This design comes from an exercise in tuning for small area on the open sky130 flow, not from production work. At most, simulation tests tie the RTL to the original design; equivalence was not proved. No driver is modelled on the clock port, so clock power and skew are understated where the tree is cut down; a real chip needs a root buffer or a tree. Power is estimated from default activity; no workload was simulated.

==> flow/design.v <==
module seg_dynamic
(
    input wire sys_clk,
    input wire sys_rst_n,
    input wire [13:0] data,
    input wire [3:0] point,
    input wire seg_en,
    input wire sign,
    output wire stcp,
    output reg shcp,
    output reg ds
);
reg [1:0]  a2;
reg [3:0]  m;
wire [3:0] a = {m[1:0], a2};    
reg [11:0] w;
reg [2:0]  cs;     
wire wtop = w[11] & w[10] & w[5] & w[4];    
wire wend = wtop & w[2];                    
wire ewin = wtop & ~w[2];                   
wire [1:0] wl = w[1:0];
wire mt = (a2 == 2'd3);                      
wire wt = mt & (m[1:0] == 2'd3);             
wire [3:0]  minc = m + mt;                   
wire [11:0] winc = w + wt;                   
always @(posedge sys_clk or negedge sys_rst_n)
    if (!sys_rst_n) begin
        a2 <= 2'd1;
        m <= 4'd0;
        w <= 12'd3124;
    end else begin
        a2 <= a2 + 1'b1;
        m <= minc & ~({4{mt & m[3] & m[1] & m[0]}} & 4'b1100);
        w <= winc & ~({12{wt & wend}} & 12'b1100_0011_0101);
    end
wire flag = wend & (a == 4'd0);    
always @(posedge sys_clk or negedge sys_rst_n)
    if (!sys_rst_n)
        cs <= 3'd0;
    else if (flag)
        cs <= {cs[1:0], ~cs[2]};
wire s0 = ~cs[2] & ~cs[0];
wire s1 = ~cs[1] &  cs[0];
wire s2 = ~cs[2] &  cs[1];
wire s3 =  cs[2] &  cs[0];
wire s4 =  cs[1] & ~cs[0];
wire shi = cs[2] & ~cs[0];           
wire codd = cs[2] ^ cs[1] ^ cs[0];
reg [15:0] r;
reg [3:0]  rem;
reg        pf;     
wire [1:0] W = wl;
wire load  = ewin & (a == 4'd2) & (W == {1'b0, ~codd});
wire start = ewin & (((W == 2'd0) & (a == 4'd3)) | ((W == 2'd1) & (a == 4'd3)) |
                     ((W == 2'd2) & (a == 4'd2)) | ((W == 2'd3) & (a == 4'd1)));
wire tap16 = ewin & ((W == 2'd0) | ((W == 2'd1) & (a < 4'd3)));
reg  rot;
always @(*)
    case (1'b1)
        s0: rot = ewin & ((W != 2'd3) | (a == 4'd0));
        s1: rot = ewin & (~W[1] | ((W == 2'd2) & (a < 4'd2)));
        default: rot = 1'b0;
    endcase
wire       top  = tap16 ? r[15] : r[14];
wire [3:0] rin  = (start | ~ewin) ? 4'd0 : rem;
wire [2:0] ru   = rin[3:1];
wire       qbit = ru[0] ^ rin[0];                           
reg  [2:0] un;                                              
always @(*)
    case ({ru, top})
        4'b000_0: un = 3'd0;
        4'b000_1: un = 3'd1;
        4'b001_0: un = 3'd2;
        4'b001_1: un = 3'd3;
        4'b010_0: un = 3'd4;
        4'b010_1: un = 3'd0;
        4'b011_0: un = 3'd1;
        4'b011_1: un = 3'd2;
        4'b100_0: un = 3'd3;
        4'b100_1: un = 3'd4;
        default:  un = {2'b00, top};
    endcase
always @(posedge sys_clk) begin
    r   <= {r[14:0], rot ? top : qbit} | {2'b00, {14{load}} & data};
    rem <= {un, top};
    if (start)
        pf <= (rem != 4'd0);
end
wire [3:0] pc = {point[3], |point[3:2], |point[3:1], |point[3:0]};    
reg  kc, kl;
always @(*)
    case (1'b1)
        s1: begin kc = pc[1]; kl = pc[0]; end
        s2: begin kc = pc[2]; kl = pc[1]; end
        default: begin kc = pc[3]; kl = pc[2]; end
    endcase
reg kc_d, z_d;
always @(posedge sys_clk) begin
    kc_d <= kc;
    z_d  <= (pf | kl) & sign;    
end
wire show = s0 | (r[6:0] != 7'd0) | (rem != 4'd0) | kc_d;
wire [3:0] nib = shi ? 4'd0 : show ? rem : {3'b111, ~z_d};    
reg [3:0] dd;
reg       dot;
always @(posedge sys_clk or negedge sys_rst_n)
    if (!sys_rst_n) begin
        dd  <= 4'd0;
        dot <= 1'b1;
    end else if (flag) begin
        if (seg_en)
            dd <= nib;
        dot <= ~((s0 & point[0]) | (s1 & point[1]) | (s2 & point[2]) | (s3 & point[3]));
    end
reg [7:0] seg;    
always @(*)
    case (dd)
        4'b0000: seg = {dot, 7'b100_0000};    
        4'b0011: seg = {dot, 7'b111_1001};    
        4'b0100: seg = {dot, 7'b010_0100};    
        4'b0111: seg = {dot, 7'b011_0000};    
        4'b1000: seg = {dot, 7'b001_1001};    
        4'b0001: seg = {dot, 7'b001_0010};    
        4'b0010: seg = {dot, 7'b000_0010};    
        4'b0101: seg = {dot, 7'b111_1000};    
        4'b0110: seg = {dot, 7'b000_0000};    
        4'b1001: seg = {dot, 7'b001_0000};    
        4'b1110: seg = 8'b1011_1111;          
        default: seg = 8'b1111_1111;          
    endcase
wire [3:0] sel = {s4, s3, s2, s1};
wire [11:0] frame = {seg[0], seg[1], seg[2], seg[3], seg[4], seg[5], seg[6], seg[7], sel};
reg ds_pre;    
always @(posedge sys_clk)
    ds_pre <= frame[m];
always @(posedge sys_clk or negedge sys_rst_n)
    if (!sys_rst_n) begin
        ds   <= 1'b0;
        shcp <= 1'b0;
    end else begin
        if ((a2 == 2'd1) & shcp)    
            ds <= ds_pre;
        shcp <= a2[1] ~^ a2[0];    
    end
assign stcp = shcp & (a2 == 2'd1) & (m == 4'd0);
endmodule
module seg_595_dynamic
(
    input wire sys_clk,
    input wire sys_rst_n,
    input wire [13:0] data,
    input wire [3:0] point,
    input wire seg_en,
    input wire sign,
    output wire stcp,
    output wire shcp,
    output wire ds,
    output wire oe
);
seg_dynamic seg_dynamic_inst
(
    .sys_clk(sys_clk),
    .sys_rst_n(sys_rst_n),
    .data(data),
    .point(point),
    .seg_en(seg_en),
    .sign(sign),
    .stcp(stcp),
    .shcp(shcp),
    .ds(ds)
);
assign oe = ~sys_rst_n;
endmodule
==> flow/config.mk <==
export PLATFORM = sky130hd
export DESIGN_NAME = seg_595_dynamic
export DESIGN_NICKNAME = seg_595_dynamic
export VERILOG_FILES = /design/flow/design.v
export SDC_FILE = /design/flow/constraint.sdc
export NUM_CORES = 4
export LEC_CHECK = 0
export CAP_MARGIN = 20
export CORE_MARGIN = 2
export CORE_UTILIZATION = 60
export SLEW_MARGIN = 20
==> flow/constraint.sdc <==
create_clock -name core_clock -period 10.0 [get_ports {sys_clk}]
set_input_delay 2.0000 -clock core_clock [delete_from_list [all_inputs] [get_ports {sys_clk}]]
set_output_delay 2.0000 -clock core_clock [all_outputs]
set_load 0.01 [all_outputs]
standard.sh (not shown) runs the stock make flow with config.mk's settings and CLKGATE_MAP_FILE= SYNTH_SCRIPT=/design/flow/synth_recipe.tcl, a recipe that flattens the netlist after the stock synthesis.
==> flow/flow/run.sh <==
#!/bin/bash
set -euo pipefail
export BUFFER_PORTS_ARGS="-buffer_cell sky130_fd_sc_hd__buf_1"
export CLK_GROUPS=3
export CLK_GROUP_CELL=sky130_fd_sc_hd__clkbuf_8
export PRE_CTS_TCL="$(pwd)/flow/clk_groups.tcl"
bash standard.sh > standard_flow.log 2>&1
==> flow/flow/clk_groups.tcl <==
# Sourced before CTS: the clock tree becomes a few clock buffers driven
# straight from the clock port, each feeding one group of nearby registers.
# CLK_GROUPS (number of groups) and CLK_GROUP_CELL (buffer) come from run.sh.
rename clock_tree_synthesis __std_clock_tree_synthesis
proc clock_tree_synthesis { args } {
  set k $::env(CLK_GROUPS)
  set cell $::env(CLK_GROUP_CELL)
  set block [ord::get_db_block]
  set net [$block findNet sys_clk]
  set sinks {}
  foreach it [$net getITerms] {
    set inst [$it getInst]
    set loc [$inst getLocation]
    lappend sinks [list [lindex $loc 0] [lindex $loc 1] [$inst getName] [[$it getMTerm] getName]]
  }
  set n [llength $sinks]
  # groups: k stripes by x, or a 2x2 grid for k = 4
  set groups {}
  if { $k == 4 } {
    set byx [lsort -integer -index 0 $sinks]
    set half [expr {$n / 2}]
    foreach part [list [lrange $byx 0 [expr {$half - 1}]] [lrange $byx $half end]] {
      set byy [lsort -integer -index 1 $part]
      set h2 [expr {[llength $byy] / 2}]
      lappend groups [lrange $byy 0 [expr {$h2 - 1}]] [lrange $byy $h2 end]
    }
  } else {
    set byx [lsort -integer -index 0 $sinks]
    for {set g 0} {$g < $k} {incr g} {
      set lo [expr {$g * $n / $k}]
      set hi [expr {($g + 1) * $n / $k - 1}]
      lappend groups [lrange $byx $lo $hi]
    }
  }
  set g 0
  foreach grp $groups {
    set sx 0; set sy 0; set pins {}
    foreach s $grp {
      set sx [expr {$sx + [lindex $s 0]}]
      set sy [expr {$sy + [lindex $s 1]}]
      lappend pins [get_pins "[lindex $s 2]/[lindex $s 3]"]
    }
    set m [llength $grp]
    set x [expr {$sx / $m / 1000.0}]
    set y [expr {$sy / $m / 1000.0}]
    puts "clk_groups: group $g of $m registers, $cell at $x $y"
    insert_buffer -buffer_cell $cell -net sys_clk -load_pins $pins \
      -location [list $x $y] -buffer_name clkbuf_g$g -net_name clknet_g$g
    incr g
  }
  set_propagated_clock [all_clocks]
}
Edit:
--- a/flow/design.v
+++ b/flow/design.v
@@ -48,6 +48,7 @@
 wire codd = cs[2] ^ cs[1] ^ cs[0];
 reg [15:0] r;
 reg [3:0]  rem;
+reg        qf;     
 reg        pf;     
 wire [1:0] W = wl;
 wire load  = ewin & (a == 4'd2) & (W == {1'b0, ~codd});
@@ -83,6 +84,7 @@
 always @(posedge sys_clk) begin
     r   <= {r[14:0], rot ? top : qbit} | {2'b00, {14{load}} & data};
     rem <= {un, top};
+    qf  <= start ? qbit : (qf | qbit);
     if (start)
         pf <= (rem != 4'd0);
 end
@@ -99,7 +101,7 @@
     kc_d <= kc;
     z_d  <= (pf | kl) & sign;    
 end
-wire show = s0 | (r[6:0] != 7'd0) | (rem != 4'd0) | kc_d;
+wire show = s0 | qf | (rem != 4'd0) | kc_d;
 wire [3:0] nib = shi ? 4'd0 : show ? rem : {3'b111, ~z_d};    
 reg [3:0] dd;
 reg       dot;
The changed run completed with no timing, DRC or antenna violations.
Clock power went up slightly.
Maximum frequency is about the same.
Power increases by a few percent.
Global-route usage falls by 0.65 points.
Utilization falls by 0.79 points.
Routed wire length fell by a few percent.
Cell area went down by a few percent.
Worst hold slack hardly moves.
Sequential share of layout area increases by 1.9 points.
Clock skew drops by 0.011 ns.
Only the layout flow was run in the first run of this note; the RTL was not checked for function there. In every run of this note, the design's own scripts or RTL, not TritonCTS, make the clock network.

port drivers added, routing unchanged:
The results above use ideal ports. As a check the final layouts listed here were re-extracted and re-timed, cells and wires unchanged.
Step 1: set_driving_cell puts a clkbuf_16 on sys_clk and a buf_2 on each other input, an assumption about the parent block.
Step 2, shift: input delay + t, output delay - t, t = (earliest + latest rising clock arrival at the registers) / 2. This alone moves slack from input paths to output paths.
a / b / c = no drivers / after step 1 / after step 2; a / b = the first two.
run	t (ns)	setup WS [ns]	slew at the worst register clock pin (ns)	worst slew at a driven data input, ns	pins driven straight from the clock port
the first run	0.201	5.395 / 5.372 / 5.372	0.11 / 0.11	0.03	3
the second run	0.201	5.386 / 5.364 / 5.364	0.11 / 0.11	0.03	3
After both steps every run listed still meets setup and hold. For the first run, which loses most, drivers alone change the setup slack by -0.023 ns; drivers and shift together by -0.023 ns.
